What follows belongs to an exercise in optimizing a design on an open flow for small area and a short achievable clock period; a production flow would make more cautious choices. RTL that was checked went through simulation tests only; none was proved equivalent to the original. For runs 7 and 8, only the layout was checked, not whether the RTL still works.

$ cat flow/design.v
`timescale 1ns/1ps
module bk_add #(parameter W = 18) (
    input  wire [W-1:0] a,
    input  wire [W-1:0] b,
    input  wire         ci,
    output wire [W-1:0] s
);
    reg [W-1:0] p, G, P;
    integer l, j;
    always @* begin
        p = a ^ b;
        G = a & b;
        P = p;
        G[0] = G[0] | (p[0] & ci);
        for (l = 1; (1 << l) <= 2 * W; l = l + 1)
            for (j = (1 << l) - 1; j < W; j = j + (1 << l)) begin
                G[j] = G[j] | (P[j] & G[j - (1 << (l - 1))]);
                P[j] = P[j] & P[j - (1 << (l - 1))];
            end
        for (l = 6; l > 0; l = l - 1)
            for (j = (1 << l) + (1 << (l - 1)) - 1; j < W; j = j + (1 << l)) begin
                G[j] = G[j] | (P[j] & G[j - (1 << (l - 1))]);
                P[j] = P[j] & P[j - (1 << (l - 1))];
            end
    end
    assign s = p ^ {G[W-2:0], ci};
endmodule
module cordic_sqrt_pipelined(
    input  wire clk,
    input  wire rst_n,
    input  wire start,
    input  wire signed [17:0] x_in,
    input  wire signed [17:0] y_in,
    output reg  signed [17:0] sqrt_out,
    output reg  done
);
    localparam N = 12;
    localparam LAT = N + 5;    
    reg signed [17:0] xr [0:N];
    reg signed [17:0] yr [0:N-1];
    always @(posedge clk) begin
        xr[0] <= x_in[17] ? -x_in : x_in;
        yr[0] <= y_in[17] ? -y_in : y_in;
    end
    genvar i;
    generate
        for (i = 0; i < N; i = i + 1) begin : st
            wire signed [17:0] x = xr[i];
            wire signed [17:0] y = yr[i];
            wire neg = y[17];
            wire signed [17:0] ys = y >>> i;
            wire signed [17:0] xs = x >>> i;
            wire [17:0] xn, yn;
            bk_add #(18) ax (.a(x), .b(ys ^ {18{neg}}), .ci(neg), .s(xn));
            always @(posedge clk) xr[i+1] <= xn;
            if (i < N - 1) begin : yu
                bk_add #(18) ay (.a(y), .b(xs ^ {18{~neg}}), .ci(~neg), .s(yn));
                always @(posedge clk) yr[i+1] <= yn;
            end
        end
    endgenerate
    wire signed [17:0] raw = xr[N];
    wire [17:0] o1 = raw >>> 1;
    wire [17:0] o2 = raw >>> 3;
    wire [17:0] o3 = ~(raw >>> 6);
    wire [17:0] o4 = ~(raw >>> 9);
    wire [17:0] c1s = o1 ^ o2 ^ o3;
    wire [17:0] c1c = (o1 & o2) | (o1 & o3) | (o2 & o3);
    wire [17:0] r2b = {c1c[16:0], 1'b0};
    wire [17:0] c2s = c1s ^ r2b ^ o4;
    wire [17:0] c2c = (c1s & r2b) | (c1s & o4) | (r2b & o4);
    reg  [17:0] ps_r, pc_r;
    always @(posedge clk) begin
        ps_r <= c2s;
        pc_r <= {c2c[16:0], 1'b1};
    end
    wire [17:0] s_w;
    bk_add #(18) as_ (.a(ps_r), .b(pc_r), .ci(1'b1), .s(s_w));
    reg  [17:0] s_r;
    wire [17:0] m_w;
    bk_add #(18) am (.a(s_r), .b(~{{12{s_r[17]}}, s_r[17:12]}), .ci(1'b1), .s(m_w));
    reg  [17:0] m_r;
    wire [17:0] f_w;
    bk_add #(18) af (.a(m_r), .b(~{{9{m_r[17]}}, m_r[17:9]}), .ci(1'b1), .s(f_w));
    always @(posedge clk) begin
        s_r <= s_w;
        m_r <= m_w;
        sqrt_out <= f_w;
    end
    reg [LAT-2:0] vld;
    always @(posedge clk or negedge rst_n) begin
        if (!rst_n) begin
            vld <= 0;
            done <= 1'b0;
        end else begin
            vld <= {vld[LAT-3:0], start};
            done <= vld[LAT-2];
        end
    end
endmodule
$ cat flow/flow/run.sh
#!/bin/bash
# Standard layout with two changes:
#  - full adders are left to abc as plain gates (sky130 fa cells are added to
#    DONT_USE_CELLS; the platform's own list is repeated, since this replaces it);
#  - port buffers are buf_2 cells rather than the delay cells buffer_ports
#    picks by default.
# Output goes to standard.log.
DU=" sky130_fd_sc_hd__probe_p_8 sky130_fd_sc_hd__probec_p_8 sky130_fd_sc_hd__lpflow_bleeder_1 sky130_fd_sc_hd__lpflow_clkbufkapwr_1 sky130_fd_sc_hd__lpflow_clkbufkapwr_16 sky130_fd_sc_hd__lpflow_clkbufkapwr_2 sky130_fd_sc_hd__lpflow_clkbufkapwr_4 sky130_fd_sc_hd__lpflow_clkbufkapwr_8 sky130_fd_sc_hd__lpflow_clkinvkapwr_1 sky130_fd_sc_hd__lpflow_clkinvkapwr_16 sky130_fd_sc_hd__lpflow_clkinvkapwr_2 sky130_fd_sc_hd__lpflow_clkinvkapwr_4 sky130_fd_sc_hd__lpflow_clkinvkapwr_8 sky130_fd_sc_hd__lpflow_decapkapwr_12 sky130_fd_sc_hd__lpflow_decapkapwr_3 sky130_fd_sc_hd__lpflow_decapkapwr_4 sky130_fd_sc_hd__lpflow_decapkapwr_6 sky130_fd_sc_hd__lpflow_decapkapwr_8 sky130_fd_sc_hd__lpflow_inputiso0n_1 sky130_fd_sc_hd__lpflow_inputiso0p_1 sky130_fd_sc_hd__lpflow_inputiso1n_1 sky130_fd_sc_hd__lpflow_inputiso1p_1 sky130_fd_sc_hd__lpflow_inputisolatch_1 sky130_fd_sc_hd__lpflow_isobufsrc_1 sky130_fd_sc_hd__lpflow_isobufsrc_16 sky130_fd_sc_hd__lpflow_isobufsrc_2 sky130_fd_sc_hd__lpflow_isobufsrc_4 sky130_fd_sc_hd__lpflow_isobufsrc_8 sky130_fd_sc_hd__lpflow_isobufsrckapwr_16 sky130_fd_sc_hd__lpflow_lsbuf_lh_hl_isowell_tap_1 sky130_fd_sc_hd__lpflow_lsbuf_lh_hl_isowell_tap_2 sky130_fd_sc_hd__lpflow_lsbuf_lh_hl_isowell_tap_4 sky130_fd_sc_hd__lpflow_lsbuf_lh_isowell_4 sky130_fd_sc_hd__lpflow_lsbuf_lh_isowell_tap_1 sky130_fd_sc_hd__lpflow_lsbuf_lh_isowell_tap_2 sky130_fd_sc_hd__lpflow_lsbuf_lh_isowell_tap_4 #  sky130_fd_sc_hd__fa_1 sky130_fd_sc_hd__fa_2 sky130_fd_sc_hd__fa_4"
export BUFFER_PORTS_ARGS="-buffer_cell sky130_fd_sc_hd__buf_2"
bash standard.sh "DONT_USE_CELLS=$DU" "BUFFER_PORTS_ARGS=$BUFFER_PORTS_ARGS" finish > standard.log 2>&1
$ cat flow/constraint.sdc
create_clock -name core_clock -period 7.3 [get_ports {clk}]
set_input_delay 1.4600 -clock core_clock [delete_from_list [all_inputs] [get_ports {clk}]]
set_output_delay 1.4600 -clock core_clock [all_outputs]
set_load 0.01 [all_outputs]
$ cat flow/standard.sh
#!/bin/bash
# synth_recipe.tcl (not shown) runs the flow's synth.tcl, then flattens the netlist and writes it again
# the make line also repeats each setting of config.mk as NAME=value (left out here)
make -C /OpenROAD-flow-scripts/flow DESIGN_CONFIG=/design/flow/config.mk WORK_HOME=/design/flow/orfs CLKGATE_MAP_FILE= SYNTH_SCRIPT=/design/flow/synth_recipe.tcl "${@:-finish}"
$ cat flow/config.mk
export PLATFORM = sky130hd
export DESIGN_NAME = cordic_sqrt_pipelined
export DESIGN_NICKNAME = cordic_sqrt_pipelined
export VERILOG_FILES = /design/flow/design.v
export SDC_FILE = /design/flow/constraint.sdc
export NUM_CORES = 4
export LEC_CHECK = 0
export ABC_AREA = 1
export CAP_MARGIN = 20
export CORE_MARGIN = 2
export CORE_UTILIZATION = 70
export CTS_CLUSTER_DIAMETER = 100
export CTS_CLUSTER_SIZE = 24
export SETUP_SLACK_MARGIN = 4.65
export SLEW_MARGIN = 20
export TNS_END_PERCENT = 0
==> impl_metrics.yaml, run 1 <==
layout:
  nFillCells: 2836
  layout-drive-gt1-share_pct: 9.03
  fin_nets: 3735
  num_antenna_cells: 0
  post-route-cell-area_um2: 31800
  area_delta_synth_final_pct: 8.42
flow_run:
  maxCapViolCount: 0
critical_path:
  slowest_stage: "dfxtp_4"
  slowest_delay_ps: 370
  crit_chain: "buf_12, xnor2_2, ha_1, ha_1, or2_2, nand3_1, nand2_2, nand3_1, nand3_2, nand2_2, nand2_2, nand3_1, nand2_1, ha_1, nor2_1, xnor2_1"
  cp_data_arrival_time_ps: 3170
  crit_required_ps: 7810
  endpoint_kind: "flop"
  cp_max_fo: 13
  crit_type: "reg2reg"
  reg2reg_depth: 16
  start_kind: "flop"
placed_design:
  post-dp-hpwl_um: 45100
  io_buffer_count: 57
  post_dp_cell_area_um2: 30100
  finalWeightedCongestion: 0.859
global_route:
  track_usage_pct: 25.8
  overflow: 0
  antenna_found_initial: 0
  grt_max_degree: 34
  grt_pass1_wl_um: 92500
  grt_pass1_vias: 19900
yosys:
  synthFlopType: "dfxtp_1"
  yosys.area.top_type_share_pct: 35.9
  syn-num-nets: 3618
  seq_area_frac_synth_pct: 37.4
  synth_area_um2: 29300
  synth_area_leader_cell: "dfxtp_1"
  yosysUniqueCellTypes: 43
  syn_inst: 2971
  synth-seq-cells: 543
  yosys_warnings: 4
  synth_edf_count: 0
  synth.area.top_cells: "dfxtp_1 (36%), ha_1 (26%), xnor2_1 (8.7%)"
  ys_async_sr_fraction_pct: 3.13
  syn_avg_cell_area_um2: 9.87
floorplan:
  die_area_um2: 43500
  initial_utilization_pct: 71.3
  die_y_um: 209
  rows: 74
  io_pins: 58
  die_w_um: 209
  core-area_um2: 41100
sta:
  fin_tns_setup_ps: 0
  rsz0062_at_grt: "yes"
  max_freq_mhz: 376
  hold_viol_final: 0
  setup_viol: 0
  finalClockSkew_ps: 14.0
  worstMarginPinSlew_ps: 560
  period_share_pct: 36.4
  slew_headroom_pct: 62.4
  layout_min_cycle_time_ps: 2660
  drv_slew: 0
drt:
  wl_per_cell_um: 15.9
  ant_nets: 0
  drtPass1Iterations: 5
  drcViolationCount: 0
  vias: 19600
  viasPerCell: 5.40
  routed_wl_um: 57500
  drt-initial-drc-count: 632
clock_tree:
  clockBufferDepth: 3
  htreeDepth: 1
  root_buffer: "clkbuf_16"
  clk_latency_ps: 580
  cts_sinks: 543
  path_clk_slew_ps: 90
  cts_tree: "built"
  cts_buffers: 26
outcome:
  outcome: "no timing/DRC/antenna violations"
worst_hold_path:
  hp-class: "reg2reg"
  hold_path_depth: 0
-- synth_stat cells, types with 12 or more instances --
| cell | instances |
|---|---|
| ha_1 | 608 |
| dfxtp_1 | 526 |
| nand2_1 | 326 |
| xnor2_1 | 291 |
| nor2_1 | 280 |
| xor2_1 | 243 |
| inv_1 | 206 |
| a21oi_1 | 96 |
| nand3_1 | 71 |
| a21o_1 | 41 |
| o21bai_1 | 36 |
| nand4_1 | 30 |
| a211oi_1 | 27 |
| buf_2 | 27 |
| or2_2 | 19 |
| dfrtp_1 | 17 |
| o21ai_0 | 15 |
| clkbuf_1 | 14 |
| a31o_2 | 13 |
| a221oi_1 | 12 |
-- layer usage --
metal / part of all wire (%) / wire length (um) / vias up / track usage, %
met5: 0 / 0 / - / 0
met4: 3.3 / 1870 / 0 / 8.10
met2: 53 / 30500 / 259 / 51.1
met3: 1.9 / 1080 / 123 / 2.12
met1: 42 / 24100 / 9086 / 28.9
li1: - / - / 10100 / -
-- through the flow --
step | instances | hold WS [ps] | setup WS [ps] | utilization, %
detailed placement | 3523 | 331 | 4070 | 73.2
global route | 3622 | 353 | 4490 | 77.3
CTS | 3556 | 351 | 4480 | 75.3
finish | 3622 | 351 | 4640 | 77.3
global placement | 3523 | 315 | 4160 | 73.2
floorplan | 2971 | 310 | 4660 | -
-- placed cells by master (no fill, tap or decap), types with 30 or more instances in the layout --
master	instances
nand4_1	30
buf_4	58
inv_1	206
xnor2_1	281
xor2_1	243
a21o_1	41
buf_2	58
a21oi_1	93
clkbuf_16	31
ha_1	607
nor2_1	273
o21bai_1	32
nand2_1	313
dfxtp_1	515
nand3_1	65
-- final timing paths --
path                             end  slack (ps)      start
setup / recovery           yr[4][15]        4640  yr[3][17]
hold / removal                s_r[0]         350    ps_r[0]
setup reg to reg           yr[4][15]        4640  yr[3][17]
hold reg to reg               s_r[0]         350    ps_r[0]
max in group asynchronous     vld[7]        6270      rst_n
min in group asynchronous    vld[15]         770      rst_n
-- layout make-up --
class | instances | area, um^2 | share of cell area [%]
multi-input cells | 2180 | 17600 | 55.4
inverters | 206 | 773 | 2.43
repair buffers | 131 | 1040 | 3.29
well taps | 532 | 666 | 2.09
clock inverters | 1 | 11.3 | 0.0354
clock buffers | 29 | 683 | 2.15
flip-flops and latches | 543 | 11000 | 34.6
-- state kept, by name (all words and copies together) (netlist names) --
signal and flops:
xr 232, yr 205, m_r 18, ps_r 18
s_r 18, sqrt_out 18, pc_r 17, vld 16
done 1
-- logic make-up (layout without fill, tap and decap cells) --
logic type	Yosys count	after routing	share of synthesized area [%]
simple gates	767	767	11.1
fa+ha+maj	608	608	26.0
flops	543	543	37.4
xor+xnor	534	534	16.0
compound gates	252	252	5.59
buf+inv	248	367	3.32
mux	19	19	0.696
-- critical path, delay by kind of cell, from the launching register on --
family	cells	cell delay [ps]
buffers and inverters	1	150
DFF	1	370
xor gates and xnor gates	2	250
and+or+nand+nor	10	1150
adders and majority gates	3	670
-- what timing repair did --
item	CTS	global route
endpoints found under the setup margin	189	152
gates resized for setup	20	65
endpoints found under the hold margin	0	0
gates cloned	2	3
hold buffers	0	0
setup buffers	1	63
pin swaps	0	7
==> run 2: changes to the inputs <==
--- a/flow/config.mk
+++ b/flow/config.mk
@@ -9,5 +9,5 @@
 export CAP_MARGIN = 20
 export CORE_MARGIN = 2
-export CORE_UTILIZATION = 70
+export CORE_UTILIZATION = 50
 export CTS_CLUSTER_DIAMETER = 100
 export CTS_CLUSTER_SIZE = 24
==> impl_metrics.yaml, run 2 <==
clock_tree:
  path_clk_slew_ps: 90
  cts_sinks: 543
  hold_buffers: 0
  clockBufferDepth: 3
  root_buffer: "clkbuf_16"
  cts_buffers: 26
  htreeDepth: 1
  clk_latency_ps: 590
  cts_tree: "built"
critical_path:
  slowest_delay_ps: 360
  crit_type: "reg2reg"
  crit_required_ps: 7790
  cp_data_arrival_time_ps: 3110
  endpoint_kind: "flop"
  crit_buf_inv: 1
  start_kind: "flop"
  slowest_stage: "dfxtp_4"
  crit_chain: "buf_12, xor2_1, ha_1, ha_1, or2_2, a21oi_1, o21bai_2, nand4_1, nand2_2, nand3_1, nand2_1, ha_1, nor2_2, xnor2_2"
  cp_max_fo: 13
  path_delay_family: "simple AND/OR/NAND/NOR gates"
  cp_common_cell: "ha_1"
  r2r_setup_slack_ps: 4690
global_route:
  grt_pass1_vias: 19800
  track_usage_pct: 18.5
  overflow: 0
  grt_max_degree: 34
  antenna_found_initial: 0
  grt_pass1_wl_um: 92300
layout:
  largest_reg_flops: 232
  regMostFlops: "xr"
  largestRegisters: "xr x232, yr x205"
  layout-drive-gt1-share_pct: 10.5
  num_antenna_cells: 0
  area_delta_synth_final_pct: 10.4
  fin_nets: 3743
  layout_commonest_cell: "ha_1"
  nFillCells: 5137
  final_cell_mix: "ha_1 (604), dfxtp_1 (515), nand2_1 (300)"
drt:
  ant_nets: 0
  routed_wl_um: 56600
  viasPerCell: 5.00
  vias: 19300
  drtPass1Iterations: 6
  drcViolationCount: 0
  wl_per_cell_um: 14.6
  drt-initial-drc-count: 572
sta:
  period_share_pct: 35.8
  worstMarginPinSlew_ps: 513
  slew_headroom_pct: 65.8
  finalClockSkew_ps: 23.2
  setup_slack_ps: 4690
  layout_min_cycle_time_ps: 2610
  setup_viol: 0
  max_freq_mhz: 383
  drv_slew: 0
  fin_tns_setup_ps: 0
  hold_viol_final: 0
  rsz0062_at_grt: "yes"
yosys:
  synth-seq-cells: 543
  syn_inst: 2971
  yosys.area.top_type_share_pct: 35.9
  synth.area.top_cells: "dfxtp_1 (36%), ha_1 (26%), xnor2_1 (8.7%)"
  synth_area_leader_cell: "dfxtp_1"
  synth_edf_count: 0
  yosys_warnings: 4
  synthTopCellsByCount: "ha_1 (608), dfxtp_1 (526), nand2_1 (326)"
  ys_async_sr_fraction_pct: 3.13
  synthFlopType: "dfxtp_1"
  synth_area_um2: 29300
  syn-num-nets: 3618
  syn_avg_cell_area_um2: 9.87
  seq_area_frac_synth_pct: 37.4
  yosysUniqueCellTypes: 43
  synth_most_common_cell: "ha_1"
flow_run:
  maxCapViolCount: 0
floorplan:
  die_area_um2: 60600
  initial_utilization_pct: 50.7
  rows: 88
  die_y_um: 246
  core-area_um2: 57800
  io_pins: 58
  die_w_um: 246
placed_design:
  post-place-ws_ps: 4180
  io_buffer_count: 57
  post-dp-hpwl_um: 45200
  finalWeightedCongestion: 0.826
worst_hold_path:
  hp-class: "reg2reg"
outcome:
  outcome: "no timing/DRC/antenna violations"
## run 2: layout make-up
type                    count  area, um^2  share of cell area (%)
clock buffers              29         683                    2.11
multi-input cells        2180       17800                    55.0
inverters                 206         773                    2.39
flip-flops and latches    543       11000                    34.0
clock inverters             2        37.5                   0.116
repair buffers            139        1120                    3.47
well taps                 765         957                    2.96
## run 2: per-layer routing
metal / track usage, % / wire [um] / part of all wire, %
met5: 0 / 0 / 0
met4: 5.78 / 1640 / 2.9
met3: 1.64 / 997 / 1.8
met2: 36.9 / 30500 / 54
met1: 20.2 / 23500 / 41
## run 2: what timing repair did
action / in CTS / in global routing
endpoints found under the setup margin: 182 / 196
pin swaps: 0 / 27
gates cloned: 0 / 6
resized for setup: 7 / 128
setup buffers: 0 / 70
## run 2: cells by family (layout without fill, tap and decap cells)
logic type,after synthesis,in the layout,synth area share (%)
buffers and inverters,248,376,3.32
AOI/OAI and AO/OA,252,252,5.59
muxes,19,19,0.696
xor gates and xnor gates,534,534,16.0
adders and majority gates,608,608,26.0
and+or+nand+nor,767,767,11.1
DFF,543,543,37.4
## run 2: worst register-to-register path, stage by stage, from the launching register on
cell and delay [ps]:
dfxtp_4 360, buf_12 150, xor2_1 170, ha_1 280, ha_1 170, or2_2 300, a21oi_1 170, o21bai_2 110
nand4_1 110, nand2_2 90, nand3_1 90, nand2_1 50, ha_1 200, nor2_2 140, xnor2_2 150
## run 2: path summary, 6_finish.rpt
path,depth (start not counted),to,startpoint
worst min-delay path,0,s_r[0],ps_r[0]
max in group asynchronous,1,vld[4],rst_n
worst min register to register,0,s_r[0],ps_r[0]
min in group asynchronous,1,vld[12],rst_n
worst max-delay path,14,xr[6][11],yr[5][17]
worst max register to register,14,xr[6][11],yr[5][17]
## run 2: stage by stage
step           std cells  instance area, um^2  hold slack (ps)  utilization (%)
6_report            3864                32400              337             56.0
5_1_grt             3864                32400              352             56.0
4_1_cts             3788                31100              344             53.9
3_5_place_dp        3757                30400              321             52.6
3_3_place_gp        3757                30400              319             52.6
2_1_floorplan       2971                29300              310                -
==> run 3: changes to the inputs <==
--- a/flow/config.mk
+++ b/flow/config.mk
@@ -9,7 +9,8 @@
 export CAP_MARGIN = 20
 export CORE_MARGIN = 2
-export CORE_UTILIZATION = 50
+export CORE_UTILIZATION = 60
 export CTS_CLUSTER_DIAMETER = 100
 export CTS_CLUSTER_SIZE = 24
+export GPL_ROUTABILITY_DRIVEN = 0
 export SETUP_SLACK_MARGIN = 4.65
 export SLEW_MARGIN = 20
==> impl_metrics.yaml, run 3 <==
yosys:
  syn_inst: 2971
  synth_area_um2: 29300
  ys_async_sr_fraction_pct: 3.13
  yosysUniqueCellTypes: 43
  synth.area.top_cells: "dfxtp_1 (36%), ha_1 (26%), xnor2_1 (8.7%)"
  synth_most_common_cell: "ha_1"
  synth_edf_count: 0
  synth_area_leader_cell: "dfxtp_1"
  syn_avg_cell_area_um2: 9.87
  synthTopCellsByCount: "ha_1 (608), dfxtp_1 (526), nand2_1 (326)"
  synthFlopType: "dfxtp_1"
  yosys.area.top_type_share_pct: 35.9
  synth-seq-cells: 543
  yosys_warnings: 4
  seq_area_frac_synth_pct: 37.4
  syn-num-nets: 3618
layout:
  num_antenna_cells: 0
  layout_commonest_cell: "ha_1"
  fin_nets: 3717
  regMostFlops: "xr"
  area_delta_synth_final_pct: 8.20
  layout-drive-gt1-share_pct: 8.49
  largest_reg_flops: 232
  utilization_pct: 66.2
  post-route-cell-area_um2: 31700
  largestRegisters: "xr x232, yr x205"
  final_cell_mix: "ha_1 (607), dfxtp_1 (515), nand2_1 (313)"
placed_design:
  post_dp_cell_area_um2: 30200
  post-dp-hpwl_um: 45200
  io_buffer_count: 57
critical_path:
  cp_max_fo: 12
  cp_data_arrival_time_ps: 3170
  crit_required_ps: 7790
  start_kind: "flop"
  endpoint_kind: "flop"
  crit_type: "reg2reg"
clock_tree:
  cts_buffers: 26
  clk_latency_ps: 590
  htreeDepth: 1
  root_buffer: "clkbuf_16"
  path_clk_slew_ps: 90
  clockBufferDepth: 3
  cts_tree: "built"
  cts_sinks: 543
global_route:
  grt_pass1_wl_um: 92300
  grt_pass1_vias: 19500
  overflow: 0
  antenna_found_initial: 0
  track_usage_pct: 22.3
  grt_max_degree: 32
sta:
  rsz0062_at_grt: "yes"
  slew_headroom_pct: 62.6
  worstMarginPinSlew_ps: 556
  whs_ps: 358
  drv_slew: 0
  hold_viol_final: 0
  fin_tns_setup_ps: 0
  finalClockSkew_ps: 19.1
  layout_min_cycle_time_ps: 2680
  setup_viol: 0
  period_share_pct: 36.7
  max_freq_mhz: 373
drt:
  drcViolationCount: 0
  viasPerCell: 5.20
  routed_wl_um: 56200
  drtPass1Iterations: 4
  drt-initial-drc-count: 523
  vias: 19200
  ant_nets: 0
  wl_per_cell_um: 15.2
floorplan:
  io_pins: 58
  die_y_um: 225
  initial_utilization_pct: 61.1
  core-area_um2: 47900
  die_area_um2: 50600
  die_w_um: 225
  rows: 80
outcome:
  outcome: "no timing/DRC/antenna violations"
flow_run:
  maxCapViolCount: 0
worst_hold_path:
  hp-class: "reg2reg"
run 3: cell counts after synthesis:
No cell type changed its count.
run 3: logic make-up (layout without fill, tap and decap cells):
| group | Yosys count | count (layout) | synth area share [%] |
|---|---|---|---|
| and+or+nand+nor | 767 | 767 | 11.1 |
| adders and majority gates | 608 | 608 | 26.0 |
| DFF | 543 | 543 | 37.4 |
| xor gates and xnor gates | 534 | 534 | 16.0 |
| AOI/OAI and AO/OA | 252 | 252 | 5.59 |
| buffers and inverters | 248 | 350 | 3.32 |
| muxes | 19 | 19 | 0.696 |
run 3: area by class of cell:
type	count	area (um^2)
clock buffers	29	683
clock inverters	2	13.8
fillers	3911	16200
inverters	206	773
multi-input cells	2180	17600
flip-flops and latches	543	11000
well taps	615	769
repair buffers	113	875
run 3: path summary, 6_finish.rpt:
path / startpoint / to / slack [ps] / cells after the start
worst max register to register: yr[6][17] / yr[7][17] / 4620 / 16
worst max-delay path: yr[6][17] / yr[7][17] / 4620 / 16
worst min-delay path: vld[15] / done / 360 / 0
max in group asynchronous: rst_n / vld[2] / 6300 / 1
worst min register to register: vld[15] / done / 360 / 0
min in group asynchronous: rst_n / vld[15] / 750 / 1
run 3: repair_timing:
action                     4_1_cts  5_1_grt
setup endpoints to repair      191      168
hold buffers                     0        0
setup buffers                    2       44
pin swaps                        0        9
resized for setup               20       62
hold endpoints to repair         0        0
cloned                           0        5
run 3: critical path: stages, from the launching register on:
cell     delay, ps
dfxtp_4        370
buf_12         160
xnor2_1        160
ha_1           250
ha_1           170
or2_1          240
nand3_1         90
nand2_2         70
nand3_1         90
nand3_2        110
nand2_1         80
nand2_1         90
nand4_1        100
nand2_1         70
ha_1           220
nor2_2         100
xor2_1         220
run 3: per-layer routing:
metal	vias to the layer above	track usage [%]	routed length [um]	share of wire (%)
met3	67	2.03	938	1.7
met5	-	0	0	0
met1	8932	25.4	23900	42
met2	134	44.7	30300	54
met4	0	4.42	1130	2.0
li1	10100	-	-	-
run 3: per-stage QoR:
step / setup slack (ps) / cells
6_report: 4620 / 3688
5_1_grt: 4470 / 3688
4_1_cts: 4470 / 3639
3_5_place_dp: 4100 / 3606
3_3_place_gp: 4200 / 3606
2_1_floorplan: 4660 / 2971
==> run 4: changes to the inputs <==
--- a/flow/config.mk
+++ b/flow/config.mk
@@ -12,6 +12,6 @@
 export CTS_CLUSTER_DIAMETER = 100
 export CTS_CLUSTER_SIZE = 24
-export GPL_ROUTABILITY_DRIVEN = 0
-export SETUP_SLACK_MARGIN = 4.65
+export PLACE_DENSITY = 0.7
+export SETUP_SLACK_MARGIN = 4.7
 export SLEW_MARGIN = 20
 export TNS_END_PERCENT = 0
==> impl_metrics.yaml, run 4 <==
outcome:
  outcome: "no timing/DRC/antenna violations"
global_route:
  track_usage_pct: 21.9
  overflow: 0
  grt_pass1_wl_um: 91200
  grt_pass1_vias: 19600
  antenna_found_initial: 0
  grt_max_degree: 34
sta:
  worstMarginPinSlew_ps: 555
  fin_tns_setup_ps: 0
  drv_slew: 0
  finalClockSkew_ps: 9.85
  period_share_pct: 35.6
  hold_viol_final: 0
  max_freq_mhz: 385
  setup_viol: 0
  slew_headroom_pct: 62.9
  layout_min_cycle_time_ps: 2600
  rsz0062_at_grt: "yes"
yosys:
  synth.area.top_cells: "dfxtp_1 (36%), ha_1 (26%), xnor2_1 (8.7%)"
  yosys_warnings: 4
  yosysUniqueCellTypes: 43
  synth_area_um2: 29300
  synth_area_leader_cell: "dfxtp_1"
  seq_area_frac_synth_pct: 37.4
  synth_most_common_cell: "ha_1"
  yosys.area.top_type_share_pct: 35.9
  syn-num-nets: 3618
  synthTopCellsByCount: "ha_1 (608), dfxtp_1 (526), nand2_1 (326)"
  synth_edf_count: 0
  synthFlopType: "dfxtp_1"
  synth-seq-cells: 543
  syn_inst: 2971
  syn_avg_cell_area_um2: 9.87
  ys_async_sr_fraction_pct: 3.13
critical_path:
  crit_chain: "buf_12, xnor2_2, ha_1, ha_1, or2_1, nand3_1, nand2_1, nand3_1, nand3_2, buf_4, a31o_2, ha_1, nor2_2, xnor2_1"
  start_kind: "flop"
  slowest_delay_ps: 360
  cp_data_arrival_time_ps: 3110
  cp_max_fo: 12
  slowest_stage: "dfxtp_4"
  crit_type: "reg2reg"
  crit_required_ps: 7810
  cp_common_cell: "ha_1"
  endpoint_kind: "flop"
clock_tree:
  cts_sinks: 543
  root_buffer: "clkbuf_16"
  cts_tree: "built"
  clockBufferDepth: 3
  clk_latency_ps: 590
  hold_buffers: 0
  path_clk_slew_ps: 90
  cts_buffers: 26
  htreeDepth: 1
layout:
  stdcell_count: 3722
  largest_reg_flops: 232
  layout-drive-gt1-share_pct: 11.1
  area_delta_synth_final_pct: 10.1
  regMostFlops: "xr"
  final_cell_mix: "ha_1 (599), dfxtp_1 (514), nand2_1 (298)"
  largestRegisters: "xr x232, yr x205"
  layout_commonest_cell: "ha_1"
  num_antenna_cells: 0
  post-route-cell-area_um2: 32300
  fin_nets: 3750
worst_hold_path:
  hp-class: "reg2reg"
placed_design:
  post-dp-hpwl_um: 44900
  placed_cells: 3607
  post_dp_cell_area_um2: 30200
  finalWeightedCongestion: 0.852
  io_buffer_count: 57
drt:
  drcViolationCount: 0
  vias: 19500
  drtPass1Iterations: 5
  drt-initial-drc-count: 697
  viasPerCell: 5.24
  routed_wl_um: 56900
  wl_per_cell_um: 15.3
  ant_nets: 0
floorplan:
  core-area_um2: 47900
  die_y_um: 225
  die_area_um2: 50600
  die_w_um: 225
  io_pins: 58
  rows: 80
  initial_utilization_pct: 61.1
flow_run:
  maxCapViolCount: 0
run 4: cell type report:
class | instances | area [um^2]
Clock inverter | 1 | 7.51
Tap cell | 615 | 769
Clock buffer | 31 | 711
Inverter | 206 | 773
Fill cell | 3728 | 15700
Sequential cell | 543 | 11000
Multi-Input combinational cell | 2180 | 17900
Timing Repair Buffer | 146 | 1170
run 4: path summary, 6_finish.rpt:
kind	cells past startpoint	start	to	slack (ps)
max reg2reg	14	yr[6][17]	yr[7][11]	4700
max	14	yr[6][17]	yr[7][11]	4700
min	0	ps_r[0]	s_r[0]	340
max in group asynchronous	1	rst_n	vld[11]	6240
min reg2reg	0	ps_r[0]	s_r[0]	340
min in group asynchronous	1	rst_n	vld[12]	780
run 4: through the flow:
stage,worst slack [ps],util (%),hold WS [ps]
floorplan,4660,-,310
global placement,4210,63.0,320
CTS,4430,64.6,345
finish,4700,67.3,340
detailed placement,4140,63.0,314
global route,4570,67.3,359
run 4: critical path: cells and delay by family, from the launching register on:
family | cells | cell delay (ps)
AND/OR/NAND/NOR | 6 | 710
adder cells (fa/ha/maj) | 3 | 640
flip-flops | 1 | 360
buffers and inverters | 2 | 300
XOR/XNOR | 2 | 300
AO/OA/AOI/OAI | 1 | 190
run 4: kinds of logic after synthesis:
| logic type | after synthesis | share of synthesized area, % |
|---|---|---|
| AO/OA/AOI/OAI | 252 | 5.59 |
| XOR/XNOR | 534 | 16.0 |
| adder cells (fa/ha/maj) | 608 | 26.0 |
| buffers and inverters | 248 | 3.32 |
| flip-flops | 543 | 37.4 |
| multiplexers | 19 | 0.696 |
| AND/OR/NAND/NOR | 767 | 11.1 |
run 4: per-layer routing:
layer	wire [um]	GRT usage (%)
met1	23800	24.5
met2	30500	43.6
met3	1140	1.99
met4	1510	6.24
met5	0	0
run 4: repair_timing:
| item | in CTS | in global routing |
|---|---|---|
| endpoints found under the hold margin | 0 | 0 |
| setup buffers | 0 | 77 |
| gates resized for setup | 12 | 139 |
| endpoints found under the setup margin | 197 | 202 |
| pin swaps | 0 | 27 |
| gates cloned | 0 | 6 |
==> run 5: changes to the inputs <==
--- a/flow/config.mk
+++ b/flow/config.mk
@@ -11,7 +11,6 @@
 export CORE_UTILIZATION = 60
 export CTS_CLUSTER_DIAMETER = 100
-export CTS_CLUSTER_SIZE = 24
-export PLACE_DENSITY = 0.7
-export SETUP_SLACK_MARGIN = 4.7
+export CTS_CLUSTER_SIZE = 28
+export SETUP_SLACK_MARGIN = 4.65
 export SLEW_MARGIN = 20
 export TNS_END_PERCENT = 0
==> impl_metrics.yaml, run 5 <==
floorplan:
  initial_utilization_pct: 61.1
  die_w_um: 225
  die_area_um2: 50600
  die_y_um: 225
  io_pins: 58
  core-area_um2: 47900
  rows: 80
layout:
  largest_reg_flops: 232
  fin_nets: 3756
  layout_commonest_cell: "ha_1"
  layout-drive-gt1-share_pct: 10.8
  regMostFlops: "xr"
  num_antenna_cells: 0
  area_delta_synth_final_pct: 10.1
  stdcell_count: 3731
  final_cell_mix: "ha_1 (603), dfxtp_1 (515), nand2_1 (306)"
  largestRegisters: "xr x232, yr x205"
global_route:
  grt_max_degree: 34
  track_usage_pct: 22.2
  grt_pass1_wl_um: 91800
  antenna_found_initial: 1
  grt_pass1_vias: 19700
  overflow: 0
yosys:
  synth.area.top_cells: "dfxtp_1 (36%), ha_1 (26%), xnor2_1 (8.7%)"
  yosys.area.top_type_share_pct: 35.9
  synth-seq-cells: 543
  synth_area_um2: 29300
  syn_avg_cell_area_um2: 9.87
  yosys_warnings: 4
  ys_async_sr_fraction_pct: 3.13
  synth_edf_count: 0
  syn-num-nets: 3618
  syn_inst: 2971
  seq_area_frac_synth_pct: 37.4
  synthTopCellsByCount: "ha_1 (608), dfxtp_1 (526), nand2_1 (326)"
  yosysUniqueCellTypes: 43
  synth_most_common_cell: "ha_1"
  synthFlopType: "dfxtp_1"
  synth_area_leader_cell: "dfxtp_1"
sta:
  fin_tns_setup_ps: 0
  period_share_pct: 35.8
  rsz0062_at_grt: "yes"
  layout_min_cycle_time_ps: 2620
  worstMarginPinSlew_ps: 558
  slew_headroom_pct: 62.7
  finalClockSkew_ps: 20.2
  drv_slew: 0
  hold_viol_final: 0
  max_freq_mhz: 382
  setup_viol: 0
critical_path:
  crit_buf_inv: 2
  cp_common_cell: "ha_1"
  endpoint_kind: "flop"
  crit_required_ps: 7820
  cp_max_fo: 14
  r2r-start: "yr[2][17]"
  path_delay_family: "simple AND/OR/NAND/NOR gates"
  crit_chain: "buf_12, xor2_2, ha_1, ha_1, or2_2, nand3_1, nand2_2, nand3_2, nand3_4, buf_6, a31o_2, ha_2, nor2_2, xnor2_1"
  regToRegEndpoint: "xr[3][11]"
  crit_type: "reg2reg"
  reg2reg_depth: 14
  slowest_stage: "dfxtp_4"
  r2r_setup_slack_ps: 4680
  slowest_delay_ps: 370
  cp_data_arrival_time_ps: 3140
  start_kind: "flop"
clock_tree:
  hold_buffers: 0
  cts_tree: "built"
  root_buffer: "clkbuf_16"
  htreeDepth: 1
  cts_buffers: 24
  cts_sinks: 543
  clockBufferDepth: 3
  path_clk_slew_ps: 100
  clk_latency_ps: 590
outcome:
  outcome: "no timing/DRC/antenna violations"
placed_design:
  finalWeightedCongestion: 0.833
  placed_cells: 3606
  io_buffer_count: 57
  post-dp-hpwl_um: 45300
worst_hold_path:
  min-delay-start: "ps_r[0]"
  hp-class: "reg2reg"
  hold_path_depth: 0
  hold_end: "s_r[0]"
drt:
  routed_wl_um: 57100
  viasPerCell: 5.23
  drt-initial-drc-count: 698
  drcViolationCount: 0
  vias: 19500
  ant_nets: 0
  wl_per_cell_um: 15.3
  drtPass1Iterations: 5
flow_run:
  maxCapViolCount: 0
[run 5: changes by cell type in the layout (fill, tap and decap cells not counted), sizes merged]
| cell | before | now |
|---|---|---|
| clkinvlp | 1 | 0 |
| clkinv | 0 | 3 |
| bufinv | 0 | 1 |
| inv | 206 | 207 |
| buf | 136 | 148 |
| clkbuf | 41 | 34 |
[run 5: cell families after synthesis]
group	after synthesis	share of synthesized area, %
XOR/XNOR	534	16.0
adder cells (fa/ha/maj)	608	26.0
multiplexers	19	0.696
buffers and inverters	248	3.32
AO/OA/AOI/OAI	252	5.59
flip-flops	543	37.4
AND/OR/NAND/NOR	767	11.1
[run 5: through the flow]
step / setup WS, ps / hold slack (ps) / cell area [um^2] / utilization [%]
final: 4680 / 355 / 32300 / 67.3
after global placement: 4180 / 317 / 30200 / 63.0
after floorplan: 4660 / 310 / 29300 / -
after CTS: 4400 / 360 / 31000 / 64.6
after detailed placement: 4090 / 324 / 30200 / 63.0
after global routing: 4530 / 364 / 32300 / 67.3
[run 5: worst max-delay path by stage]
| stage | start | depth (start not counted) | to | slack (ps) |
|---|---|---|---|---|
| 2_1_floorplan | yr[8][17] | 17 | yr[9][17] | 4660 |
| 4_1_cts | yr[2][17] | 16 | yr[3][17] | 4400 |
| 6_report | yr[2][17] | 14 | xr[3][11] | 4680 |
| 3_5_place_dp | yr[8][17] | 15 | yr[9][17] | 4090 |
| 3_3_place_gp | yr[7][17] | 15 | yr[8][17] | 4180 |
| 5_1_grt | yr[8][17] | 15 | yr[9][17] | 4530 |
[run 5: area by class of cell]
class | instances | area (um^2)
clock buffers | 28 | 657
clock inverters | 5 | 82.6
fillers | 3905 | 15700
inverters | 206 | 773
multi-input cells | 2180 | 17800
flip-flops and latches | 543 | 11000
well taps | 615 | 769
repair buffers | 154 | 1210
[run 5: repair_timing]
item                       4_1_cts  5_1_grt
resized for setup               10      120
buffers inserted                 0       87
pin swaps                        0       23
setup endpoints to repair      192      191
hold endpoints to repair         0        0
cloned                           0        5
[run 5: metal layers]
metal | wire, um | track usage, % | vias to the layer above
met5 | 13 | 0 | -
met4 | 1950 | 7.16 | 2
met3 | 1070 | 2.14 | 116
met2 | 30300 | 44.0 | 182
met1 | 23700 | 24.5 | 9058
li1 | - | - | 10100
==> run 6: changes to the inputs <==
--- a/flow/config.mk
+++ b/flow/config.mk
@@ -10,6 +10,6 @@
 export CORE_MARGIN = 2
 export CORE_UTILIZATION = 60
-export CTS_CLUSTER_DIAMETER = 100
-export CTS_CLUSTER_SIZE = 28
+export CTS_CLUSTER_DIAMETER = 80
+export CTS_CLUSTER_SIZE = 20
 export SETUP_SLACK_MARGIN = 4.65
 export SLEW_MARGIN = 20
==> impl_metrics.yaml, run 6 <==
layout:
  final_cell_mix: "ha_1 (602), dfxtp_1 (515), nand2_1 (305)"
  num_antenna_cells: 0
  utilization_pct: 68.2
  area_delta_synth_final_pct: 11.5
  largest_reg_flops: 232
  layout_commonest_cell: "ha_1"
  regArea_um2: 11000
  fin_nets: 3767
  regMostFlops: "xr"
  layout-drive-gt1-share_pct: 11.5
  largestRegisters: "xr x232, yr x205"
  multiInputGateArea_um2: 17800
  nFillCells: 3862
floorplan:
  io_pins: 58
  die_area_um2: 50600
  core-area_um2: 47900
  die_y_um: 225
  initial_utilization_pct: 61.1
  rows: 80
  die_w_um: 225
drt:
  drt-initial-drc-count: 657
  met3_length_um: 1070
  wl_per_cell_um: 15.3
  drcViolationCount: 0
  highest_layer: "met5"
  viasPerCell: 5.22
  wl_met1_um: 23800
  ant_nets: 0
  wl_met2_um: 30600
  drtPass1Iterations: 5
  vias: 19600
  routed_wl_um: 57600
critical_path:
  cp_max_fo: 14
  crit_cells: 16
  start_kind: "flop"
  cp_common_cell: "nand2_2"
  crit_chain: "buf_12, xnor2_2, ha_1, ha_1, or2_4, nand3_2, nand2_2, nand3_2, nand3_4, nand2_2, nand2_2, nand4_1, nand2_1, ha_2, nor2_1, xor2_1"
  path_delay_family: "simple AND/OR/NAND/NOR gates"
  crit_type: "reg2reg"
  r2r_setup_slack_ps: 4690
  crit_required_ps: 7780
  slowest_stage: "dfxtp_4"
  r2r-start: "yr[2][17]"
  crit_buf_inv: 1
  cp_data_arrival_time_ps: 3080
  endpoint_kind: "flop"
  regToRegEndpoint: "yr[3][17]"
  slowest_delay_ps: 370
  reg2reg_depth: 16
sta:
  fin_tns_setup_ps: 0
  slew_headroom_pct: 62.3
  rsz0062_at_grt: "yes"
  finalClockSkew_ps: 15.1
  drv_slew: 0
  worstMarginPinSlew_ps: 565
  layout_min_cycle_time_ps: 2610
  max_freq_mhz: 383
  hold_viol_final: 0
  period_share_pct: 35.7
  setup_slack_ps: 4690
  setup_viol: 0
global_route:
  overflow: 0
  grt_max_degree: 34
  antenna_found_initial: 1
  grt_pass1_vias: 20000
  grt_pass1_wl_um: 92400
  track_usage_pct: 22.5
yosys:
  synth_edf_count: 0
  yosys_warnings: 4
  synthTopCellsByCount: "ha_1 (608), dfxtp_1 (526), nand2_1 (326)"
  syn_avg_cell_area_um2: 9.87
  syn_inst: 2971
  ys_async_sr_fraction_pct: 3.13
  synth_area_um2: 29300
  synth.area.top_cells: "dfxtp_1 (36%), ha_1 (26%), xnor2_1 (8.7%)"
  seq_area_frac_synth_pct: 37.4
  synthFlopType: "dfxtp_1"
  syn-num-nets: 3618
  yosys.area.top_type_share_pct: 35.9
  yosysUniqueCellTypes: 43
  synth_most_common_cell: "ha_1"
  synth_area_leader_cell: "dfxtp_1"
  synth-seq-cells: 543
clock_tree:
  cts_buffers: 36
  path_clk_slew_ps: 70
  cts_sinks: 543
  clk_latency_ps: 570
  htreeDepth: 2
  clockBufferDepth: 3
  hold_buffers: 0
  root_buffer: "clkbuf_16"
  cts_tree: "built"
worst_hold_path:
  hp-class: "reg2reg"
  min-delay-start: "ps_r[0]"
  hold_path_depth: 0
  hold_end: "s_r[0]"
flow_run:
  maxCapViolCount: 0
placed_design:
  finalWeightedCongestion: 0.833
  io_buffer_count: 57
  post-dp-hpwl_um: 45300
  post-place-ws_ps: 4090
outcome:
  outcome: "no timing/DRC/antenna violations"
## run 6: worst reg2reg max path: stages, from the launching register on
cell and delay, ps:
dfxtp_4 370, buf_12 150, xnor2_2 140, ha_1 270, ha_1 170, or2_4 240
nand3_2 70, nand2_2 100, nand3_2 100, nand3_4 80, nand2_2 100, nand2_2 70
nand4_1 80, nand2_1 70, ha_2 180, nor2_1 130, xor2_1 190
## run 6: layer usage
metal / vias to the layer above / track usage [%]
li1: 10200 / -
met1: 9099 / 24.5
met2: 188 / 44.2
met3: 131 / 2.49
met4: 2 / 8.95
met5: - / 0
## run 6: worst max path at each step
stage               startpoint    endpoint  slack, ps
finish               yr[2][17]   yr[3][17]       4690
global route         yr[1][17]   yr[2][17]       4530
CTS                  yr[9][17]  yr[10][17]       4430
detailed placement   yr[8][17]   yr[9][17]       4090
global placement     yr[7][17]   yr[8][17]       4180
floorplan            yr[8][17]   yr[9][17]       4660
## run 6: cell families after synthesis
kind of cell	count (synthesis)	synth area share [%]
compound gates	252	5.59
xor+xnor	534	16.0
fa+ha+maj	608	26.0
buf+inv	248	3.32
flops	543	37.4
mux	19	0.696
simple gates	767	11.1
## run 6: repair_timing
item	in CTS	in global routing
setup buffers	0	86
hold endpoints to repair	0	0
gates resized for setup	12	121
setup endpoints to repair	194	188
gates cloned	0	5
pin swaps	0	20
## run 6: stage by stage
stage	hold WS, ps	instance area, um^2	instances
floorplan	310	29300	2971
global placement	317	30200	3606
detailed placement	324	30200	3606
CTS	346	31400	3662
global route	354	32700	3753
finish	344	32700	3753
## run 6: layout make-up
cell class | count | area share, %
clock buffer | 45 | 3.05
sequential | 543 | 33.6
inverter | 206 | 2.37
timing repair buffer | 153 | 3.68
clock inverter | 11 | 0.433
tap | 615 | 2.35
multi-input combinational | 2180 | 54.5
==> run 7: changes to the inputs <==
--- a/flow/design.v
+++ b/flow/design.v
@@ -36,5 +36,5 @@
 );
     localparam N = 12;
-    localparam LAT = N + 5;    
+    localparam LAT = N + 4;    
     reg signed [17:0] xr [0:N];
     reg signed [17:0] yr [0:N-1];
@@ -78,12 +78,16 @@
     bk_add #(18) as_ (.a(ps_r), .b(pc_r), .ci(1'b1), .s(s_w));
     reg  [17:0] s_r;
-    wire [17:0] m_w;
-    bk_add #(18) am (.a(s_r), .b(~{{12{s_r[17]}}, s_r[17:12]}), .ci(1'b1), .s(m_w));
-    reg  [17:0] m_r;
+    wire [5:0] t6 = s_r[17:12];
+    wire [6:0] nt7 = -{t6[5], t6};                       
+    wire [17:0] nt = {{11{nt7[6]}}, nt7};
+    wire [17:0] nh = ~{{9{s_r[17]}}, s_r[17:9]};         
+    wire dm = ~s_r[17] & (s_r[8:5] == 4'b0000) & (s_r[4:0] < s_r[16:12]);
+    wire dp =  s_r[17] & (s_r[8:5] == 4'b1111) & (s_r[4:0] >= s_r[16:12]);
+    wire [17:0] f1s = s_r ^ nt ^ nh;
+    wire [17:0] f1c = (s_r & nt) | (s_r & nh) | (nt & nh);
     wire [17:0] f_w;
-    bk_add #(18) af (.a(m_r), .b(~{{9{m_r[17]}}, m_r[17:9]}), .ci(1'b1), .s(f_w));
+    bk_add #(18) af (.a(f1s), .b({f1c[16:0], ~dp}), .ci(dm), .s(f_w));
     always @(posedge clk) begin
         s_r <= s_w;
-        m_r <= m_w;
         sqrt_out <= f_w;
     end
--- a/flow/config.mk
+++ b/flow/config.mk
@@ -10,6 +10,6 @@
 export CORE_MARGIN = 2
 export CORE_UTILIZATION = 60
-export CTS_CLUSTER_DIAMETER = 80
-export CTS_CLUSTER_SIZE = 20
+export CTS_CLUSTER_DIAMETER = 100
+export CTS_CLUSTER_SIZE = 24
 export SETUP_SLACK_MARGIN = 4.65
 export SLEW_MARGIN = 20
==> impl_metrics.yaml, run 7 <==
yosys:
  yosys.area.top_type_share_pct: 35.1
  synthSimpleGateAreaFrac_pct: 11.1
  muxShareOfSynthArea_pct: 0.703
  synth_most_common_cell: "ha_1"
  syn_inst: 2965
  yosysUniqueCellTypes: 46
  ys_async_sr_fraction_pct: 3.05
  syn-num-nets: 3603
  synth_area_leader_cell: "dfxtp_1"
  synth_top_family_by_area: "adder cells"
  syn_avg_cell_area_um2: 9.78
  synthFlopType: "dfxtp_1"
  synthTopCellsByCount: "ha_1 (599), dfxtp_1 (508), nand2_1 (323)"
  yosys_warnings: 4
  synth_area_um2: 29000
  post_synth_xor_area_fraction_pct: 16.5
  seq_area_frac_synth_pct: 36.4
  synth_compound_area_share_pct: 5.95
  synth.area.top_cells: "dfxtp_1 (35%), ha_1 (26%), xnor2_1 (8.7%)"
  synth_edf_count: 0
  synth-seq-cells: 524
  synth_adder_area_share_pct: 25.8
critical_path:
  r2r-start: "s_r[16]"
  cp_max_fo: 3
  crit_buf_inv: 2
  start_kind: "flop"
  crit_required_ps: 7810
  regToRegEndpoint: "sqrt_out[15]"
  crit_cells: 24
  crit_chain: "inv_4, ha_4, nand2_4, nor3_2, nor2_1, o211ai_1, o2111ai_1, ha_1, ha_2, or2_4, ha_4, inv_2, nand2_2, a21oi_2, o21bai_2, nand4_1, nand2_2, nand2_2, nand2_2, nand2_1, nand2_1, ha_2, nor2_2, xor2_1"
  r2r_setup_slack_ps: 4050
  endpoint: "sqrt_out[15]"
  endpoint_kind: "flop"
  cp_data_arrival_time_ps: 3770
  slowest_stage: "dfxtp_4"
  slowest_delay_ps: 380
  crit_type: "reg2reg"
  path_delay_family: "adder cells"
  cp_common_cell: "nand2_2"
  reg2reg_depth: 24
  critical_path.startpoint: "s_r[16]"
drt:
  routed_wl_um: 54500
  drtPass1Iterations: 5
  vias: 18900
  viasPerCell: 5.17
  drt-initial-drc-count: 601
  wl_per_cell_um: 14.9
  drcViolationCount: 0
  ant_nets: 0
placed_design:
  io_buffer_count: 57
  post-dp-hpwl_um: 45000
  finalWeightedCongestion: 0.844
global_route:
  antenna_found_initial: 0
  grt_max_degree: 34
  overflow: 0
  grt_pass1_vias: 19200
  grt_pass1_wl_um: 91300
  track_usage_pct: 22.3
floorplan:
  die_area_um2: 50100
  rows: 80
  die_w_um: 224
  io_pins: 58
  die_y_um: 224
  core-area_um2: 47700
  initial_utilization_pct: 60.7
sta:
  whs_ps: 354
  finalClockSkew_ps: 21.8
  fin_tns_setup_ps: 0
  max_freq_mhz: 307
  rsz0062_at_grt: "yes"
  slew_headroom_pct: 33.8
  period_share_pct: 44.6
  layout_min_cycle_time_ps: 3250
  hold_viol_final: 0
  worstMarginPinSlew_ps: 992
  setup_viol: 0
  drv_slew: 0
layout:
  layout_commonest_cell: "ha_1"
  fin_nets: 3666
  utilization_pct: 64.8
  area_delta_synth_final_pct: 6.61
  largest_reg_flops: 233
  regMostFlops: "xr"
  final_cell_mix: "ha_1 (592), dfxtp_1 (499), nand2_1 (317)"
  largestRegisters: "xr x233, yr x204"
  num_antenna_cells: 0
  layout-drive-gt1-share_pct: 7.09
clock_tree:
  root_buffer: "clkbuf_16"
  hold_buffers: 0
  cts_buffers: 26
  clockBufferDepth: 3
  cts_sinks: 524
  path_clk_slew_ps: 100
  clk_latency_ps: 580
  htreeDepth: 1
  cts_tree: "built"
worst_hold_path:
  hp-class: "reg2reg"
flow_run:
  maxCapViolCount: 0
outcome:
  outcome: "no timing/DRC/antenna violations"
## run 7: cell count changes after synthesis, sizes merged, moves of 4 or more
cell,change
a21oi,+9
inv,+6
nand4,+4
nand3,-5
dfxtp,-18
nor2,-11
ha,-9
o21ai,+13
xor2,+14
a21o,-4
## run 7: through the flow
stage          worst slack [ps]  cell area (um^2)  cells
2_1_floorplan              4120             29100   2965
5_1_grt                    3870             30900   3647
3_5_place_dp               3790             30000   3600
3_3_place_gp               3830             30000   3600
6_report                   4050             30900   3647
4_1_cts                    4060             30900   3646
## run 7: worst min path at each step
stage | startpoint | endpoint | slack [ps] | cells past startpoint
global route | vld[13] | vld[14] | 360 | 0
global placement | vld[11] | vld[12] | 340 | 0
detailed placement | vld[11] | vld[12] | 340 | 0
floorplan | ps_r[0] | s_r[0] | 310 | 0
finish | vld[13] | vld[14] | 350 | 0
CTS | vld[13] | vld[14] | 360 | 0
## run 7: logic make-up after synthesis
logic type | Yosys count
xor gates and xnor gates | 546
DFF | 524
buffers and inverters | 255
and+or+nand+nor | 754
adders and majority gates | 599
AOI/OAI and AO/OA | 268
muxes | 19
## run 7: cell type report
class,count,area (um^2)
tap,615,769
multi-input combinational,2186,17600
sequential,524,10600
fill,3955,16800
timing repair buffer,78,447
clock buffer,29,683
inverter,212,803
clock inverter,3,65.1
## run 7: per-layer routing
metal	vias up	track usage [%]	wire length [um]
met5	-	0	0
met2	151	44.0	29100
met4	0	6.75	1690
met3	90	2.19	989
met1	8656	25.0	22700
li1	9955	-	-
## run 7: timing repair
| item | in CTS | in global routing |
|---|---|---|
| gates resized for setup | 16 | 8 |
| hold endpoints to repair | 0 | 0 |
| buffers inserted | 14 | 1 |
| pin swaps | 19 | 3 |
| endpoints found under the setup margin | 174 | 246 |
==> run 8: changes to the inputs <==
--- a/flow/design.v
+++ b/flow/design.v
@@ -25,4 +25,33 @@
     end
     assign s = p ^ {G[W-2:0], ci};
+endmodule
+module bk_add_lc #(parameter W = 18) (
+    input  wire [W-1:0] a,
+    input  wire [W-1:1] b,
+    input  wire         b0,
+    input  wire         ci,
+    output wire [W-1:0] s
+);
+    localparam V = W - 1;
+    reg [V-1:0] p, G, P;
+    integer l, j;
+    always @* begin
+        p = a[W-1:1] ^ b;
+        G = a[W-1:1] & b;
+        P = p;
+        for (l = 1; (1 << l) <= 2 * V; l = l + 1)
+            for (j = (1 << l) - 1; j < V; j = j + (1 << l)) begin
+                G[j] = G[j] | (P[j] & G[j - (1 << (l - 1))]);
+                P[j] = P[j] & P[j - (1 << (l - 1))];
+            end
+        for (l = 6; l > 0; l = l - 1)
+            for (j = (1 << l) + (1 << (l - 1)) - 1; j < V; j = j + (1 << l)) begin
+                G[j] = G[j] | (P[j] & G[j - (1 << (l - 1))]);
+                P[j] = P[j] & P[j - (1 << (l - 1))];
+            end
+    end
+    wire c1 = (a[0] & b0) | (a[0] & ci) | (b0 & ci);
+    wire [V-1:0] c = G | (P & {V{c1}});    
+    assign s = {p ^ {c[V-2:0], c1}, a[0] ^ b0 ^ ci};
 endmodule
 module cordic_sqrt_pipelined(
@@ -87,5 +116,5 @@
     wire [17:0] f1c = (s_r & nt) | (s_r & nh) | (nt & nh);
     wire [17:0] f_w;
-    bk_add #(18) af (.a(f1s), .b({f1c[16:0], ~dp}), .ci(dm), .s(f_w));
+    bk_add_lc #(18) af (.a(f1s), .b(f1c[16:0]), .b0(~dp), .ci(dm), .s(f_w));
     always @(posedge clk) begin
         s_r <= s_w;
==> impl_metrics.yaml, run 8 <==
outcome:
  outcome: "no timing/DRC/antenna violations"
clock_tree:
  path_clk_slew_ps: 100
  hold_buffers: 0
  cts_tree: "built"
  htreeDepth: 1
  clockBufferDepth: 3
  root_buffer: "clkbuf_16"
  cts_sinks: 524
  cts_buffers: 26
  clk_latency_ps: 600
layout:
  fin_nets: 3799
  largest_reg_flops: 233
  nFillCells: 3835
  regMostFlops: "xr"
  largestRegisters: "xr x233, yr x204"
  layout_commonest_cell: "ha_1"
  layout-drive-gt1-share_pct: 8.88
  regArea_um2: 10600
  num_antenna_cells: 0
  final_cell_mix: "ha_1 (583), dfxtp_1 (493), nand2_1 (365)"
  multiInputGateArea_um2: 17800
  area_delta_synth_final_pct: 9.15
global_route:
  grt_pass1_vias: 20100
  overflow: 0
  grt_max_degree: 32
  track_usage_pct: 23.0
  antenna_found_initial: 0
  grt_pass1_wl_um: 94000
yosys:
  syn_inst: 3061
  synth_most_common_cell: "ha_1"
  synth_area_um2: 29200
  syn-num-nets: 3690
  yosys.area.top_type_share_pct: 34.8
  synth-seq-cells: 524
  seq_area_frac_synth_pct: 36.2
  synth_area_leader_cell: "dfxtp_1"
  ys_async_sr_fraction_pct: 3.05
  synthFlopType: "dfxtp_1"
  yosysUniqueCellTypes: 47
  synth_edf_count: 0
  syn_avg_cell_area_um2: 9.54
  yosys_warnings: 5
  synth.area.top_cells: "dfxtp_1 (35%), ha_1 (25%), xnor2_1 (8.3%)"
  synthTopCellsByCount: "ha_1 (590), dfxtp_1 (508), nand2_1 (381)"
critical_path:
  start_kind: "flop"
  cp_max_fo: 5
  crit_required_ps: 7830
  path_delay_family: "simple AND/OR/NAND/NOR gates"
  slowest_delay_ps: 390
  endpoint_kind: "flop"
  crit_buf_inv: 3
  crit_chain: "inv_1, nand4_1, xor2_1, inv_1, ha_1, xnor2_1, ha_1, nand2_4, nor3_4, nand2_1, inv_2, nand2_4, nand3_1, xor2_1"
  slowest_stage: "dfxtp_4"
  crit_type: "reg2reg"
  cp_data_arrival_time_ps: 3320
drt:
  routed_wl_um: 58200
  drtPass1Iterations: 7
  wl_per_cell_um: 15.4
  vias: 19800
  drt-initial-drc-count: 647
  ant_nets: 0
  viasPerCell: 5.22
  drcViolationCount: 0
sta:
  rsz0062_at_grt: "yes"
  max_freq_mhz: 359
  hold_viol_final: 0
  slew_headroom_pct: 50.2
  setup_viol: 0
  period_share_pct: 38.2
  worstMarginPinSlew_ps: 741
  whs_ps: 348
  fin_tns_setup_ps: 0
  drv_slew: 0
  layout_min_cycle_time_ps: 2790
  finalClockSkew_ps: 30.1
floorplan:
  rows: 80
  die_w_um: 225
  core-area_um2: 47800
  die_area_um2: 50500
  io_pins: 58
  initial_utilization_pct: 61.0
  die_y_um: 225
flow_run:
  maxCapViolCount: 0
placed_design:
  post-dp-hpwl_um: 46300
  finalWeightedCongestion: 0.911
  io_buffer_count: 57
worst_hold_path:
  hp-class: "reg2reg"
## run 8: cell count changes after synthesis, sizes merged, moves of 4 or more
cell / delta
nand4: -6
a21oi: +25
a21o: -24
ha: -9
xor2: +16
inv: +45
o21bai: +16
nand3: -16
or2: -11
o21ai: +4
nand2: +58
xnor2: -12
nor3: +13
a211oi: -9
## run 8: what timing repair did
| action | 4_1_cts | 5_1_grt |
|---|---|---|
| setup endpoints to repair | 172 | 177 |
| buffers inserted | 18 | 38 |
| gates cloned | 1 | 4 |
| resized for setup | 31 | 72 |
| pin swaps | 15 | 26 |
| hold endpoints to repair | 0 | 0 |
## run 8: routing by layer
layer | up-vias | part of all wire [%] | global-route usage (%)
met4 | 0 | 2.7 | 7.18
met1 | 9132 | 41 | 25.8
met2 | 256 | 53 | 44.8
met3 | 89 | 3.1 | 2.51
met5 | - | 0 | 0
li1 | 10300 | - | -
## run 8: kinds of logic (layout without fill, tap and decap cells)
kind of cell               count (synthesis)  count (layout)  share of synthesized area [%]
AOI/OAI and AO/OA                        279             279                           5.89
buffers and inverters                    302             417                           4.08
adders and majority gates                590             590                           25.3
muxes                                     19              19                          0.698
and+or+nand+nor                          797             797                           11.4
xor gates and xnor gates                 550             550                           16.5
DFF                                      524             524                           36.2
## run 8: path summary, 6_finish.rpt
kind	startpoint	endpoint	slack, ps	cells after the start
max in group asynchronous	rst_n	vld[0]	6310	1
min reg2reg	ps_r[0]	s_r[0]	350	0
min	ps_r[0]	s_r[0]	350	0
min in group asynchronous	rst_n	vld[3]	740	1
max	s_r[16]	sqrt_out[9]	4510	14
max reg2reg	s_r[16]	sqrt_out[9]	4510	14
## run 8: layout make-up
type | count | share of cell area (%)
clock buffers | 30 | 2.16
clock inverters | 4 | 0.267
inverters | 258 | 3.09
multi-input cells | 2235 | 55.7
flip-flops and latches | 524 | 33.3
well taps | 615 | 2.41
repair buffers | 125 | 3.06
## run 8: per-stage QoR
stage / instance area [um^2] / setup slack, ps / utilization (%) / std cells
2_1_floorplan: 29200 / 4650 / - / 3061
3_3_place_gp: 30100 / 4210 / 63.0 / 3696
3_5_place_dp: 30100 / 4130 / 63.0 / 3696
4_1_cts: 31200 / 4510 / 65.2 / 3749
5_1_grt: 31900 / 4340 / 66.6 / 3791
6_report: 31900 / 4510 / 66.6 / 3791

what the ideal ports hide:
In the flow no input, the clock included, has a driving cell. The finished layouts below were timed again as built, in two steps.
Step 1: set_driving_cell puts a clkbuf_16 on clk and a buf_2 on each other input, an assumption about the parent block.
Step 2, shift: input delay + t, output delay - t, t = (earliest + latest rising clock arrival at the registers) / 2. This alone moves slack from input paths to output paths.
Slacks: ideal ports / drivers / drivers and shift; pairs: ideal ports / drivers.
| run | shift t [ns] | setup WS [ns] | hold slack, ns | clock arrival spread, ns |
|---|---|---|---|---|
| run 1 | 0.635 | 4.644 / 4.644 / 4.314 | 0.351 / 0.351 / 0.351 | 0.017 / 0.017 |
| run 2 | 0.640 | 4.686 / 4.686 / 4.421 | 0.337 / 0.337 / 0.337 | 0.024 / 0.024 |
| run 3 | 0.640 | 4.619 / 4.619 / 4.392 | 0.358 / 0.358 / 0.358 | 0.020 / 0.020 |
| run 4 | 0.634 | 4.700 / 4.700 / 4.359 | 0.340 / 0.340 / 0.340 | 0.014 / 0.014 |
| run 5 | 0.633 | 4.684 / 4.684 / 4.393 | 0.355 / 0.355 / 0.355 | 0.023 / 0.023 |
| run 6 | 0.615 | 4.692 / 4.692 / 4.397 | 0.344 / 0.344 / 0.344 | 0.019 / 0.019 |
| run 7 | 0.632 | 4.047 / 4.047 / 4.047 | 0.354 / 0.354 / 0.354 | 0.026 / 0.026 |
| run 8 | 0.643 | 4.514 / 4.514 / 4.236 | 0.348 / 0.348 / 0.348 | 0.030 / 0.031 |
After both steps setup and hold are still met in every run listed. For run 4, which loses most, drivers alone change the setup slack by 0.000 ns; drivers and shift together by -0.341 ns.
